This design comes from an exercise in tuning for small area on the open sky130 flow, not from production work.
Where RTL was checked, it was by simulation tests only, not by an equivalence proof against the original.
Power and IR drop assume default switching activity.

## old
==> flow/design.v <==
module DFT( output [31:0] real_value,
            output [31:0] imag_value,
            input [7:0] in,
            input clk, rst );
function [12:0] raddl;
  input [11:0] a, b;
  input ci;
  integer i;
  reg c;
  begin
    c = ci;
    for (i = 0; i < 12; i = i + 1) begin
      raddl[i] = a[i] ^ b[i] ^ c;
      c = (a[i] & b[i]) | (a[i] & c) | (b[i] & c);
    end
    raddl[12] = c;
  end
endfunction
function [13:0] raddh;
  input [13:0] a, b;
  integer i;
  reg c;
  begin
    c = 1'b0;
    for (i = 0; i < 14; i = i + 1) begin
      raddh[i] = a[i] ^ b[i] ^ c;
      c = (a[i] & b[i]) | (a[i] & c) | (b[i] & c);
    end
  end
endfunction
function [13:0] rinc;
  input [13:0] a;
  input ci;
  integer i;
  reg c;
  begin
    c = ci;
    for (i = 0; i < 14; i = i + 1) begin
      rinc[i] = a[i] ^ c;
      c = c & a[i];
    end
  end
endfunction
function [25:0] radd;
  input [25:0] a, b;
  input ci;
  reg [12:0] l;
  begin
    l = raddl(a[11:0], b[11:0], ci);
    radd = {rinc(raddh(a[25:12], b[25:12]), l[12]), l[11:0]};
  end
endfunction
function [8:0] radd9;
  input [8:0] a, b;
  input ci;
  integer i;
  reg c;
  begin
    c = ci;
    for (i = 0; i < 9; i = i + 1) begin
      radd9[i] = a[i] ^ b[i] ^ c;
      c = (a[i] & b[i]) | (a[i] & c) | (b[i] & c);
    end
  end
endfunction
function [22:0] tab;
  input [2:0] c;
  input [2:0] d;
  begin
    case (c)
      3'd1: case (d) 3'd1: tab = 23'd1048576; 3'd2: tab = 23'd2097152; 3'd3: tab = 23'd3145728; 3'd4: tab = 23'd4194304; default: tab = 23'd0; endcase
      3'd2: case (d) 3'd1: tab = 23'd968758; 3'd2: tab = 23'd1937516; 3'd3: tab = 23'd2906274; 3'd4: tab = 23'd3875032; default: tab = 23'd0; endcase
      3'd3: case (d) 3'd1: tab = 23'd741456; 3'd2: tab = 23'd1482912; 3'd3: tab = 23'd2224368; 3'd4: tab = 23'd2965824; default: tab = 23'd0; endcase
      3'd4: case (d) 3'd1: tab = 23'd741455; 3'd2: tab = 23'd1482910; 3'd3: tab = 23'd2224365; 3'd4: tab = 23'd2965820; default: tab = 23'd0; endcase
      3'd5: case (d) 3'd1: tab = 23'd401272; 3'd2: tab = 23'd802544; 3'd3: tab = 23'd1203816; 3'd4: tab = 23'd1605088; default: tab = 23'd0; endcase
      3'd6: case (d) 3'd1: tab = 23'd401273; 3'd2: tab = 23'd802546; 3'd3: tab = 23'd1203819; 3'd4: tab = 23'd1605092; default: tab = 23'd0; endcase
      default: tab = 23'd0;
    endcase
  end
endfunction
reg [7:0] lo [0:7];    
reg [7:0] hi [0:7];    
reg [4:0] j;           
reg [3:0] k;           
reg ld;                
reg [25:0] accr, acci;
reg [25:0] outr, outi;
wire ldA = ld & ~k[0] & j[4] & j[0];
wire ldB = ld &  k[0] & ~j[4] & ~j[3] & j[0];
wire ldC = ld &  k[0] & ~j[4] &  j[3] & j[0];
wire ldD = ld &  k[0] &  j[4] & j[0];
integer q;
always @(posedge clk) begin
  lo[0] <= ldA ? in : lo[7];
  lo[1] <= ldB ? in : lo[0];
  hi[0] <= ldC ? in : hi[7];
  hi[1] <= ldD ? in : hi[0];
  for (q = 2; q < 8; q = q + 1) begin
    lo[q] <= lo[q-1];
    hi[q] <= hi[q-1];
  end
end
always @(posedge clk) begin
  if (rst) begin
    j <= 5'd16;
    k <= 4'd14;
    ld <= 1'b1;
  end else if (j == 5'd23) begin
    j <= 5'd0;
    k <= k + 4'd1;
    if (k == 4'd15) ld <= 1'b0;
  end else begin
    j <= j + 5'd1;
  end
end
wire [7:0] a = lo[7];
wire [7:0] b = hi[7];
wire kn0 = k[0] ^ (j == 5'd23);    
wire [8:0] un = radd9({a[7], a}, {b[7], b} ^ {9{kn0}}, kn0);
reg [8:0] u;
always @(posedge clk) u <= un;
reg [2:0] n;
always @(*) begin
  case (j[2:0])
    3'd0: n = 3'd3;
    3'd1: n = 3'd4;
    3'd2: n = 3'd0;
    3'd3: n = 3'd5;
    3'd4: n = 3'd1;
    3'd5: n = 3'd6;
    3'd6: n = 3'd2;
    3'd7: n = 3'd7;
  endcase
end
reg [3:0] g;
always @(*) begin
  case (j[4:3])
    2'd0: g = {u[2:0], 1'b0};
    2'd1: g = u[5:2];
    default: g = u[8:5];
  endcase
end
reg [2:0] dm;
reg dn;
always @(*) begin
  case (g)
    4'd0: begin dm = 3'd0; dn = 1'b0; end
    4'd1: begin dm = 3'd1; dn = 1'b0; end
    4'd2: begin dm = 3'd1; dn = 1'b0; end
    4'd3: begin dm = 3'd2; dn = 1'b0; end
    4'd4: begin dm = 3'd2; dn = 1'b0; end
    4'd5: begin dm = 3'd3; dn = 1'b0; end
    4'd6: begin dm = 3'd3; dn = 1'b0; end
    4'd7: begin dm = 3'd4; dn = 1'b0; end
    4'd8: begin dm = 3'd4; dn = 1'b1; end
    4'd9: begin dm = 3'd3; dn = 1'b1; end
    4'd10: begin dm = 3'd3; dn = 1'b1; end
    4'd11: begin dm = 3'd2; dn = 1'b1; end
    4'd12: begin dm = 3'd2; dn = 1'b1; end
    4'd13: begin dm = 3'd1; dn = 1'b1; end
    4'd14: begin dm = 3'd1; dn = 1'b1; end
    4'd15: begin dm = 3'd0; dn = 1'b0; end
  endcase
end
wire [3:0] m = ({4{n[0]}} & k) + ({4{n[1]}} & {k[2:0], 1'b0}) + ({4{n[2]}} & {k[1:0], 2'b00});
wire altc = k[0] & n[1];
wire alt_r = altc & (n[2] == (k[1] ^ k[2]));
wire alt_i = altc & (n[2] != (k[1] ^ k[2]));
reg [2:0] rc, ic;
reg rs, is;
always @(*) begin
  case (m)
    4'd0: begin rs = 1'b0; rc = 3'd1; is = 1'b0; ic = 3'd0; end
    4'd1: begin rs = 1'b0; rc = 3'd2; is = 1'b1; ic = (alt_i ? 3'd6 : 3'd5); end
    4'd2: begin rs = 1'b0; rc = (alt_r ? 3'd4 : 3'd3); is = 1'b1; ic = (alt_i ? 3'd4 : 3'd3); end
    4'd3: begin rs = 1'b0; rc = (alt_r ? 3'd6 : 3'd5); is = 1'b1; ic = 3'd2; end
    4'd4: begin rs = 1'b0; rc = 3'd0; is = 1'b1; ic = 3'd1; end
    4'd5: begin rs = 1'b1; rc = (alt_r ? 3'd6 : 3'd5); is = 1'b1; ic = 3'd2; end
    4'd6: begin rs = 1'b1; rc = (alt_r ? 3'd4 : 3'd3); is = 1'b1; ic = (alt_i ? 3'd4 : 3'd3); end
    4'd7: begin rs = 1'b1; rc = 3'd2; is = 1'b1; ic = (alt_i ? 3'd6 : 3'd5); end
    4'd8: begin rs = 1'b1; rc = 3'd1; is = 1'b0; ic = 3'd0; end
    4'd9: begin rs = 1'b1; rc = 3'd2; is = 1'b0; ic = (alt_i ? 3'd6 : 3'd5); end
    4'd10: begin rs = 1'b1; rc = (alt_r ? 3'd4 : 3'd3); is = 1'b0; ic = (alt_i ? 3'd4 : 3'd3); end
    4'd11: begin rs = 1'b1; rc = (alt_r ? 3'd6 : 3'd5); is = 1'b0; ic = 3'd2; end
    4'd12: begin rs = 1'b0; rc = 3'd0; is = 1'b0; ic = 3'd1; end
    4'd13: begin rs = 1'b0; rc = (alt_r ? 3'd6 : 3'd5); is = 1'b0; ic = 3'd2; end
    4'd14: begin rs = 1'b0; rc = (alt_r ? 3'd4 : 3'd3); is = 1'b0; ic = (alt_i ? 3'd4 : 3'd3); end
    4'd15: begin rs = 1'b0; rc = 3'd2; is = 1'b0; ic = (alt_i ? 3'd6 : 3'd5); end
  endcase
end
wire [22:0] mr = tab(rc, dm);
wire [22:0] mi = tab(ic, dm);
wire nr = dn ^ rs;
wire ni = dn ^ is;
wire first = (j == 5'd0);
wire shift = (j == 5'd8) | (j == 5'd16);
wire [25:0] br = first ? 26'd0  : shift ? {{3{accr[25]}}, accr[25:3]} : accr;
wire [25:0] bi = first ? 26'd63 : shift ? {{3{acci[25]}}, acci[25:3]} : acci;
wire [25:0] sr = radd(br, {3'd0, mr} ^ {26{nr}}, nr);
wire [25:0] si = radd(bi, {3'd0, mi} ^ {26{ni}}, ni);
always @(posedge clk) begin
  accr <= sr;
  acci <= si;
  if (j == 5'd23) begin
    outr <= sr[25:0];
    outi <= si[25:0];
  end
end
assign real_value = {{3{outr[25]}}, outr, 3'b000};
assign imag_value = {{3{outi[25]}}, outi, 3'b000};
endmodule
clock: 12.0 ns
lec_check: 0
abc_area: 1
cap_margin: 20
core_margin: 2
core_utilization: 60
cts_cluster_diameter: 80
cts_cluster_size: 24
slew_margin: 20
run.sh (not shown) runs the stock make flow with config.mk's settings and CLKGATE_MAP_FILE= SYNTH_SCRIPT=/design/flow/synth_recipe.tcl, a recipe that flattens the netlist after the stock synthesis.
old | status: complete | timing, DRC, antenna: pass
Relative to old, the following input files were edited for new:
--- a/flow/design.v
+++ b/flow/design.v
@@ -3,6 +3,6 @@
             input [7:0] in,
             input clk, rst );
-function [12:0] raddl;
-  input [11:0] a, b;
+function [16:0] raddl;
+  input [15:0] a, b;
   input ci;
   integer i;
@@ -10,33 +10,32 @@
   begin
     c = ci;
-    for (i = 0; i < 12; i = i + 1) begin
+    for (i = 0; i < 16; i = i + 1) begin
       raddl[i] = a[i] ^ b[i] ^ c;
       c = (a[i] & b[i]) | (a[i] & c) | (b[i] & c);
     end
-    raddl[12] = c;
-  end
-endfunction
-function [13:0] raddh;
-  input [13:0] a, b;
+    raddl[16] = c;
+  end
+endfunction
+function [9:0] raddh0;
+  input [9:0] a, b;
   integer i;
   reg c;
   begin
     c = 1'b0;
-    for (i = 0; i < 14; i = i + 1) begin
-      raddh[i] = a[i] ^ b[i] ^ c;
-      c = (a[i] & b[i]) | (a[i] & c) | (b[i] & c);
-    end
-  end
-endfunction
-function [13:0] rinc;
-  input [13:0] a;
-  input ci;
-  integer i;
-  reg c;
-  begin
-    c = ci;
-    for (i = 0; i < 14; i = i + 1) begin
-      rinc[i] = a[i] ^ c;
-      c = c & a[i];
+    for (i = 0; i < 10; i = i + 1) begin
+      raddh0[i] = a[i] ^ b[i] ^ c;
+      c = (a[i] & b[i]) | (a[i] & c) | (b[i] & c);
+    end
+  end
+endfunction
+function [9:0] raddh1;
+  input [9:0] a, b;
+  integer i;
+  reg c;
+  begin
+    c = 1'b1;
+    for (i = 0; i < 10; i = i + 1) begin
+      raddh1[i] = a[i] ^ b[i] ^ c;
+      c = (a[i] & b[i]) | (a[i] & c) | (b[i] & c);
     end
   end
@@ -45,8 +44,8 @@
   input [25:0] a, b;
   input ci;
-  reg [12:0] l;
-  begin
-    l = raddl(a[11:0], b[11:0], ci);
-    radd = {rinc(raddh(a[25:12], b[25:12]), l[12]), l[11:0]};
+  reg [16:0] l;
+  begin
+    l = raddl(a[15:0], b[15:0], ci);
+    radd = {l[16] ? raddh1(a[25:16], b[25:16]) : raddh0(a[25:16], b[25:16]), l[15:0]};
   end
 endfunction
[summary]
Compared to old, the router laid down less metal wire for new.
new vs old: number of gates on the worst path with buffers counted up in new
Of old and new, the higher fraction of area in registers belongs to new.
Between new and old, it is new whose die width is lower, by about 0.4%.
Vias after detailed routing deteriorates in new relative to old.
The RTL of old was laid out without a check of its function.

* * *

== ember ==
// DFT: RTL as listed in full above, without the edits since
make LEC_CHECK=0 ABC_AREA=1 CAP_MARGIN=20 CORE_MARGIN=2 CORE_UTILIZATION=60 SLEW_MARGIN=20 finish   # period 12.0 ns
Modified inputs, violet compared to ember
--- a/flow/design.v
+++ b/flow/design.v
@@ -1,54 +1,45 @@
 module DFT( output [31:0] real_value,
             output [31:0] imag_value,
             input [7:0] in,
             input clk, rst );
-function [12:0] raddl;
-  input [11:0] a, b;
+function [16:0] raddl;
+  input [15:0] a, b;
   input ci;
   integer i;
   reg c;
   begin
     c = ci;
-    for (i = 0; i < 12; i = i + 1) begin
+    for (i = 0; i < 16; i = i + 1) begin
       raddl[i] = a[i] ^ b[i] ^ c;
       c = (a[i] & b[i]) | (a[i] & c) | (b[i] & c);
     end
-    raddl[12] = c;
-  end
-endfunction
-function [13:0] raddh;
-  input [13:0] a, b;
+    raddl[16] = c;
+  end
+endfunction
+function [9:0] raddh;
+  input [9:0] a, b;
+  input ci;
   integer i;
   reg c;
   begin
-    c = 1'b0;
-    for (i = 0; i < 14; i = i + 1) begin
+    c = ci;
+    for (i = 0; i < 10; i = i + 1) begin
       raddh[i] = a[i] ^ b[i] ^ c;
       c = (a[i] & b[i]) | (a[i] & c) | (b[i] & c);
     end
   end
 endfunction
-function [13:0] rinc;
-  input [13:0] a;
-  input ci;
-  integer i;
-  reg c;
-  begin
-    c = ci;
-    for (i = 0; i < 14; i = i + 1) begin
-      rinc[i] = a[i] ^ c;
-      c = c & a[i];
-    end
-  end
-endfunction
 function [25:0] radd;
   input [25:0] a, b;
   input ci;
-  reg [12:0] l;
-  begin
-    l = raddl(a[11:0], b[11:0], ci);
-    radd = {rinc(raddh(a[25:12], b[25:12]), l[12]), l[11:0]};
+  reg [16:0] l;
+  reg [9:0] h0, h1;
+  begin
+    l = raddl(a[15:0], b[15:0], ci);
+    h0 = raddh(a[25:16], b[25:16], 1'b0);
+    h1 = raddh(a[25:16], b[25:16], 1'b1);
+    radd = {l[16] ? h1 : h0, l[15:0]};
   end
 endfunction
 function [8:0] radd9;
   input [8:0] a, b;
Findings:
Per the comparison of violet with ember, clock share of power now sits lower, register-to-register slack now sits lower, total wire length after detailed routing now sits higher, maximum number of pins on one net before global-route repair now sits lower. ember → violet: post-place instance area dropped about 0.5%, non-clock buffer count in the final layout grew by 3. Core utilization of the finished layout came out lower on violet than on ember. [compare] base=ember new=violet: number of rows in the core area essentially unchanged; worst hold slack essentially unchanged; final HPWL from detailed placement increased 240 um.
Only the layout flow was run in ember; the RTL was not checked for function there.

* * *

DFT, a different RTL version from the one above (not shown whole).
Size: ~1000 cells after synthesis, ~250 flip-flops, about 74 I/O pins.
// DFT
module DFT( output [31:0] real_value,
            output [31:0] imag_value,
            input [7:0] in,
            input clk, rst );
function [20:0] raddl;
  input [19:0] a, b;
  input ci;
  integer i;
  reg c;
  begin
    c = ci;
    for (i = 0; i < 20; i = i + 1) begin
      raddl[i] = a[i] ^ b[i] ^ c;
      c = (a[i] & b[i]) | (a[i] & c) | (b[i] & c);
    end
    raddl[20] = c;
  end
endfunction
function [5:0] raddh0;
  input [5:0] a, b;
  integer i;
  reg c;
  begin
    c = 1'b0;
    for (i = 0; i < 6; i = i + 1) begin
      raddh0[i] = a[i] ^ b[i] ^ c;
      c = (a[i] & b[i]) | (a[i] & c) | (b[i] & c);
    end
  end
endfunction
function [5:0] raddh1;
  input [5:0] a, b;
  integer i;
  reg c;
  begin
    c = 1'b1;
    for (i = 0; i < 6; i = i + 1) begin
      raddh1[i] = a[i] ^ b[i] ^ c;
      c = (a[i] & b[i]) | (a[i] & c) | (b[i] & c);
    end
  end
endfunction
function [25:0] radd;
  input [25:0] a, b;
  input ci;
  reg [20:0] l;
  begin
    l = raddl(a[19:0], b[19:0], ci);
    radd = {l[20] ? raddh1(a[25:20], b[25:20]) : raddh0(a[25:20], b[25:20]), l[19:0]};
  end
endfunction
function [8:0] radd9;
  input [8:0] a, b;
  input ci;
  integer i;
  reg c;
  begin
    c = ci;
    for (i = 0; i < 9; i = i + 1) begin
      radd9[i] = a[i] ^ b[i] ^ c;
      c = (a[i] & b[i]) | (a[i] & c) | (b[i] & c);
    end
  end
endfunction
function [22:0] tab;
  input [2:0] c;
  input [2:0] d;
  begin
    case (c)
      3'd1: case (d) 3'd1: tab = 23'd1048576; 3'd2: tab = 23'd2097152; 3'd3: tab = 23'd3145728; 3'd4: tab = 23'd4194304; default: tab = 23'd0; endcase
  ...
==> flow/config.mk <==
export PLATFORM = sky130hd
export DESIGN_NAME = DFT
export DESIGN_NICKNAME = DFT
export VERILOG_FILES = /design/flow/design.v
export SDC_FILE = /design/flow/constraint.sdc
export NUM_CORES = 4
export LEC_CHECK = 0
export ABC_AREA = 1
export CAP_MARGIN = 20
export CORE_MARGIN = 2
export CORE_UTILIZATION = 60
export CTS_CLUSTER_DIAMETER = 80
export CTS_CLUSTER_SIZE = 24
export SLEW_MARGIN = 20
==> flow/constraint.sdc <==
create_clock -name core_clock -period 12.0 [get_ports {clk}]
set_input_delay 2.4000 -clock core_clock [delete_from_list [all_inputs] [get_ports {clk}]]
set_output_delay 2.4000 -clock core_clock [all_outputs]
set_load 0.01 [all_outputs]
standard.sh (not shown) runs the stock make flow with config.mk's settings and CLKGATE_MAP_FILE= SYNTH_SCRIPT=/design/flow/synth_recipe.tcl, a recipe that flattens the netlist after the stock synthesis.
==> flow/flow/run.sh <==
#!/bin/bash
# The standard layout, with the port buffers made from the smallest buffer cell.
set -euo pipefail
export BUFFER_PORTS_ARGS="-buffer_cell sky130_fd_sc_hd__buf_1"
bash standard.sh > standard.log 2>&1
Rerun with:
--- a/flow/design.v
+++ b/flow/design.v
@@ -198,22 +198,22 @@
 wire r3 = r3n, i3 = i3n;
 wire [22:0] mr = tab(rc, dm) | {20'd0, dm & {3{r3}}};
 wire [22:0] mi = tab(ic, dm) | {20'd0, dm & {3{i3}}};
 wire nr = dn ^ rs;
 wire ni = dn ^ is;
 wire first = (j == 5'd0);
 wire shift = (j == 5'd8) | (j == 5'd16);
-wire [25:0] br = first ? 26'd0  : shift ? {{3{accr[25]}}, accr[25:3]} : accr;
-wire [25:0] bi = first ? 26'd63 : shift ? {{3{acci[25]}}, acci[25:3]} : acci;
-wire [25:0] sr = radd(br, {3'd0, mr} ^ {26{nr}}, nr);
-wire [25:0] si = radd(bi, {3'd0, mi} ^ {26{ni}}, ni);
+wire [25:0] br = first ? ~26'd0  : shift ? {{3{accr[25]}}, accr[25:3]} : accr;
+wire [25:0] bi = first ? ~26'd63 : shift ? {{3{acci[25]}}, acci[25:3]} : acci;
+wire [25:0] sr = radd(br, ~({3'd0, mr} ^ {26{nr}}), ~nr);
+wire [25:0] si = radd(bi, ~({3'd0, mi} ^ {26{ni}}), ~ni);
 always @(posedge clk) begin
   accr <= sr;
   acci <= si;
   if (j == 5'd23) begin
-    outr <= sr[25:0];
-    outi <= si[25:0];
+    outr <= ~sr[25:0];
+    outi <= ~si[25:0];
   end
 end
 assign real_value = {{3{outr[25]}}, outr, 3'b000};
 assign imag_value = {{3{outi[25]}}, outi, 3'b000};
 endmodule
- critical path depth is lower by 3
- non-clock buffer count decreases by 2
- global-route usage grows by 0.94 points
- design area grows by 0.71%
- final cell count went up by 2.0%
- wire length is higher by 4.2%
- via count rises by 1.4%
- power goes up by 9.0%
- count of clock-buffer cells in the layout goes down by 1
- utilization is about the same
- sequential share of layout area is lower by 0.37 points
No functional check of the RTL was part of any run of this note.

## afterwards: timing with drivers on the ports
How much do the figures lean on ideal ports? The routed layouts below were timed once more, with nothing changed but the port constraints. Step 1 sets driving cells, clkbuf_16 on the clock port and buf_2 on the other inputs (assumed; they add their load-dependent delay and slew). Step 2 also shifts input and output timing later by t, the mid clock arrival at the registers, as if the neighbouring blocks saw the same clock. Slacks: ideal / step 1 / step 2; pairs: ideal / step 1.
run | shift t [ns] | setup WS [ns] | clock arrival spread, ns | pins driven straight from the clock port
old | 0.532 | 1.998 / 1.998 / 1.998 | 0.024 / 0.023 | 1
new | 0.514 | 1.169 / 1.169 / 1.169 | 0.013 / 0.013 | 1
ember | 0.569 | 1.940 / 1.940 / 1.940 | 0.014 / 0.015 | 1
violet | 0.550 | 1.193 / 1.193 / 1.193 | 0.022 / 0.022 | 1
the first run of note 3 | 0.520 | 0.633 / 0.633 / 0.633 | 0.019 / 0.019 | 1
the second run of note 3 | 0.524 | 0.769 / 0.769 / 0.769 | 0.025 / 0.025 | 1
After both steps every run listed still meets setup and hold.
